This design comes from an exercise in tuning for small area, a short achievable clock period and few clock cycles per item on the open sky130 flow, not from production work.
Only simulation tests tie the RTL to the original design; equivalence was not proved.

===== design/flow/design.v =====
`timescale 1ns / 1ps
module multiplierIEEE754_verilog(
    op1,
    op2,
    in_rdy,
    res,
    res_rdy,
    clk,
    rst
    );
    input  wire [31:0] op1, op2;
    input  wire clk, in_rdy, rst;
    output reg  [31:0] res;
    output reg  res_rdy;
    wire [7:0]  e1 = op1[30:23];
    wire [7:0]  e2 = op2[30:23];
    wire [22:0] f1 = op1[22:0];
    wire [22:0] f2 = op2[22:0];
    wire        s1 = op1[31];
    wire        s2 = op2[31];
    wire        s  = s1 ^ s2;
    wire e1_max = &e1, e2_max = &e2;
    wire e1_0 = ~|e1, e2_0 = ~|e2;
    wire f1_0 = ~|f1, f2_0 = ~|f2;
    wire nan1 = e1_max & ~f1_0;
    wire nan2 = e2_max & ~f2_0;
    wire inf1 = e1_max & f1_0;
    wire inf2 = e2_max & f2_0;
    wire zer1 = e1_0 & f1_0;
    wire zer2 = e2_0 & f2_0;
    wire        swap = e2_0;
    wire [23:0] ma = swap ? {1'b0, f2} : {~e1_0, f1};
    wire [23:0] mb = swap ? {~e1_0, f1} : {1'b1, f2};
    reg  [4:0]  za;
    integer i;
    always @(*) begin
        za = 5'd0;
        for (i = 0; i < 24; i = i + 1)
            if (ma[i]) za = 5'd23 - i[4:0];
    end
    wire [23:0] man = ma << za;
    wire [47:0] p   = man * mb;
    wire        p47 = p[47];
    wire [10:0] x0 = {3'b0, e1} + {3'b0, e2} - 11'd127 - {6'b0, za};
    wire        xneg = x0[10];
    wire [10:0] nx0  = -x0;
    wire        big  = |nx0[10:5] | (nx0[4:0] > 5'd25);
    wire [25:0] v  = p[47:22];
    wire [25:0] q  = xneg ? (big ? 26'd0 : (v >> nx0[4:0])) : (p47 ? (v >> 1) : v);
    wire [24:0] mr = {1'b0, q[24:1]} + {24'd0, q[0]};
    wire [7:0]  t  = xneg ? 8'd0 : (x0[7:0] + {7'd0, p47});
    wire [7:0]  te = t + {7'd0, mr[24]};
    reg [31:0] r;
    always @(*) begin
        if (nan1)
            r = {s1, 8'hFF, 1'b1, f1[21:0]};
        else if (nan2)
            r = {s2, 8'hFF, 1'b1, f2[21:0]};
        else if ((inf1 & zer2) | (zer1 & inf2))
            r = 32'hFFC00000;
        else if (inf1 | inf2)
            r = {s, 8'hFF, 23'd0};
        else if (zer1 | zer2 | (e1_0 & e2_0))
            r = {s, 31'd0};
        else
            r = {s, te, mr[22:0]};
    end
    always @(posedge clk)
        res <= r;
    always @(posedge clk, posedge rst)
        if (rst)
            res_rdy <= 1'b0;
        else
            res_rdy <= in_rdy;
endmodule

===== design/flow/run.sh =====
#!/bin/bash
# synth_recipe.tcl (not shown) runs the flow's synth.tcl, then flattens the netlist and writes it again
# the make line also repeats each setting of config.mk as NAME=value (left out here)
make -C /OpenROAD-flow-scripts/flow DESIGN_CONFIG=/design/flow/config.mk WORK_HOME=/design/flow/orfs CLKGATE_MAP_FILE= SYNTH_SCRIPT=/design/flow/synth_recipe.tcl finish

===== design/flow/config.mk =====
export PLATFORM = sky130hd
export DESIGN_NAME = multiplierIEEE754_verilog
export DESIGN_NICKNAME = multiplierIEEE754_verilog
export VERILOG_FILES = /design/flow/design.v
export SDC_FILE = /design/flow/constraint.sdc
export NUM_CORES = 4
export LEC_CHECK = 0
export CAP_MARGIN = 20
export CORE_MARGIN = 2
export CORE_UTILIZATION = 40
export SLEW_MARGIN = 20

===== design/flow/constraint.sdc =====
create_clock -name core_clock -period 12.0 [get_ports {clk}]
set_input_delay 2.4000 -clock core_clock [delete_from_list [all_inputs] [get_ports {clk}]]
set_output_delay 2.4000 -clock core_clock [all_outputs]
set_load 0.01 [all_outputs]

==> run_results.csv <==
group,metric,value,unit
outcome,run_status,"finished with violations",
outcome,violations,"setup timing",
routing,drc,0,
final_layout,final_cell_area,41200,um2
timing,fin_tns_setup,-64.25,ns
grt,antenna_found_initial,1,
synthesis,ys_warn_count,1,
grt,grt_pass1_vias,31158,
timing,fin_ws,-2.53,ns
critical_path,cp-start-kind,"input pin",
grt,grt_max_degree,49,
critical_path,required,12.17,ns
routing,drt-wirelength-per-cell,22.0,um
timing,final_max_slew_viol_count,0,
timing,timing.final.crit_period,14.53,ns
final_layout,layout-drive-gt1-share,33.5,%
floorplanning,die_x,270,um
timing,worst_slew_pin_slew,1.11,ns
floorplanning,die_h,270,um
synthesis,synth.avg_cell_area,7.56,um2
critical_path,end_kind,"flip-flop",
routing,routed-via-count,31169,
routing,ant_nets,0,
timing,hold_viol,0,
critical_path,crit_fanout,6,
synthesis,synth_edf_count,0,
routing,dr.pass1.iters,5,
grt,grtUsageTotal,33.0,%
clock_network,clock_path_buffers,2,
floorplanning,start_util,40.3,%
critical_path,arrival,14.71,ns
place,place_ws,-3.46,ns
final_layout,area_growth,46.1,%
synthesis,synthesis.instances,3729,
routing,drt-initial-drc-count,2679,
final_layout,final_cells,5602,
floorplanning,io_pins,100,
floorplanning,placementRows,97,
synthesis,syn_nets,4478,
critical_path,crit_type,"in2reg",
clock_network,path_clk_slew,0.06,ns
run,cap_violations,0,
critical_path,max_stage_delay,0.57,ns
timing,post-route-period-util,121,%
place,gp_congestion,0.994,
clock_network,cts_tree,"yes",
final_layout,nets,5410,
routing,routed_wl,123000,um
timing,setup_viol_count_final,31,
timing,slew_headroom,25.8,%
clock_network,h-tree-depth,2,
synthesis,ys_seq_area_share,2.36,%
synthesis,ys.flop_type,"dfxtp_1",
grt,overflow,0,
synthesis,async_reset_ff_share,3.03,%
clock_network,cts.sinks,33,
timing,rsz0062_at_grt,"yes",
place,dp_cells,5461,
timing,max_freq,68.8,MHz
final_layout,final_cell_mix,"buf_4, inv_1, nand2_1",
synthesis,ys_ff_latch,33,
place,dp_hpwl,104000,um
place,post_dp_cell_area,37700,um2
routing,vias_per_cell,5.56,
final_layout,fin_util,58.9,%
clock_network,cts_buffers,5,
clock_network,ctsHoldBuffers,0,
synthesis,ys_types,113,
final_layout,n_antenna_cell,0,
final_layout,fill_cells,6336,
synthesis,netlist_area,28200,um2
place,port_buffers,99,
final_layout,layout.cells.most_common,"buf_4",
grt,grt_pass1_wl,187000,um
floorplanning,coreArea,69900,um2
clock_network,clock-root-buffer,"clkbuf_16",
timing,hold_slack,2.25,ns
critical_path,slowest_stage,"fa_1",
floorplanning,dieArea,72600,um2
min_path,min_path_type,"in2async",
[worst max-delay path: cells and delay by family]
family / cells / cell delay [ns]
AOI/OAI and AO/OA: 18 / 3.42
and+or+nand+nor: 11 / 1.52
xor gates and xnor gates: 1 / 0.13
adders and majority gates: 10 / 4.19
buffers and inverters: 21 / 3.06
[worst paths after layout]
check | cells past startpoint | from | end | slack [ns]
worst max-delay path | 61 | op2[15] | res[22]$_SDFF_PP1_ | -2.53
worst min-delay path | 2 | rst | res_rdy$_DFF_PP0_ | 2.25
max in group asynchronous | 2 | rst | res_rdy$_DFF_PP0_ | 9.66
min in group core_clock | 1 | in_rdy | res_rdy$_DFF_PP0_ | 2.56
[cells in the mapped netlist, types with 40 or more instances]
| cell type | n | area share [%] |
|---|---|---|
| and3_1 | 40 | 0.89 |
| nand4_1 | 55 | 1.2 |
| a21oi_1 | 127 | 2.3 |
| nor3_1 | 72 | 1.3 |
| mux2i_1 | 63 | 2.2 |
| inv_1 | 590 | 7.9 |
| o21ai_0 | 95 | 1.7 |
| clkbuf_1 | 186 | 2.5 |
| nand3_1 | 49 | 0.87 |
| fa_1 | 483 | 34 |
| ha_1 | 199 | 8.8 |
| nand2_1 | 586 | 7.8 |
| nor2_1 | 455 | 6.1 |
[per-layer routing]
metal,vias to the layer above,part of all wire [%],track usage [%],wire length (um)
met3,316,7.1,3.16,8760
met2,1478,46,53.1,56400
li1,14097,-,-,-
met4,2,5.7,15.4,7030
met1,15276,41,44.9,51000
met5,-,0.0081,0,10
[flip-flops by register name, summed over array words and instances (netlist names)]
signal,count
res,32
res_rdy,1
[what timing repair did]
action / 4_1_cts / 5_1_grt
endpoints found under the hold margin: 0 / 0
setup buffers: 76 / 63
cloned: 4 / 1
gates resized for setup: 324 / 265
endpoints found under the setup margin: 31 / 31
pin swaps: 123 / 128
[logic make-up after synthesis]
family          share of synthesized area, %
xor+xnor                                2.01
mux                                     2.99
buf+inv                                 10.9
fa+ha+maj                               43.1
compound gates                          15.6
flops                                   2.36
simple gates                            23.0
[final cells by class]
cell class	instances	area [um2]	share of cell area [%]
inverter	594	2250	5.46
tap	940	1180	2.86
clock inverter	3	17.5	0.0425
timing repair inverter	1	6.26	0.0152
multi-input combinational	2884	27000	65.4
sequential	33	666	1.62
clock buffer	5	125	0.304
timing repair buffer	1142	9990	24.3
Testbench counts, summed over its fixed seeds: cycles 6,392, items 3,200.

## re-timing with driven ports
No port has a modelled driver above. Below, the same layout with a new extraction and two added sets of constraints. Step 1 (the two cells are an assumption about what drives the block):
set clk [get_ports {clk}]
set_driving_cell -lib_cell sky130_fd_sc_hd__clkbuf_16 $clk
set_driving_cell -lib_cell sky130_fd_sc_hd__buf_2 [delete_from_list [all_inputs] $clk]
Step 2 also shifts input and output timing later by t, the mid clock arrival at the registers, as if the neighbouring blocks saw the same clock. Slacks: ideal ports / drivers / drivers and shift; pairs: ideal ports / drivers.
t (ns): 0.309
setup slack, ns: -2.534 / -2.537 / -2.846
slew at the worst register clock pin (ns): 0.06 / 0.06
worst slew at a driven data input, ns: 0.09
pins driven straight from the clock port: 1
For this run, drivers alone change the setup slack by -0.003 ns; drivers and shift together by -0.312 ns.
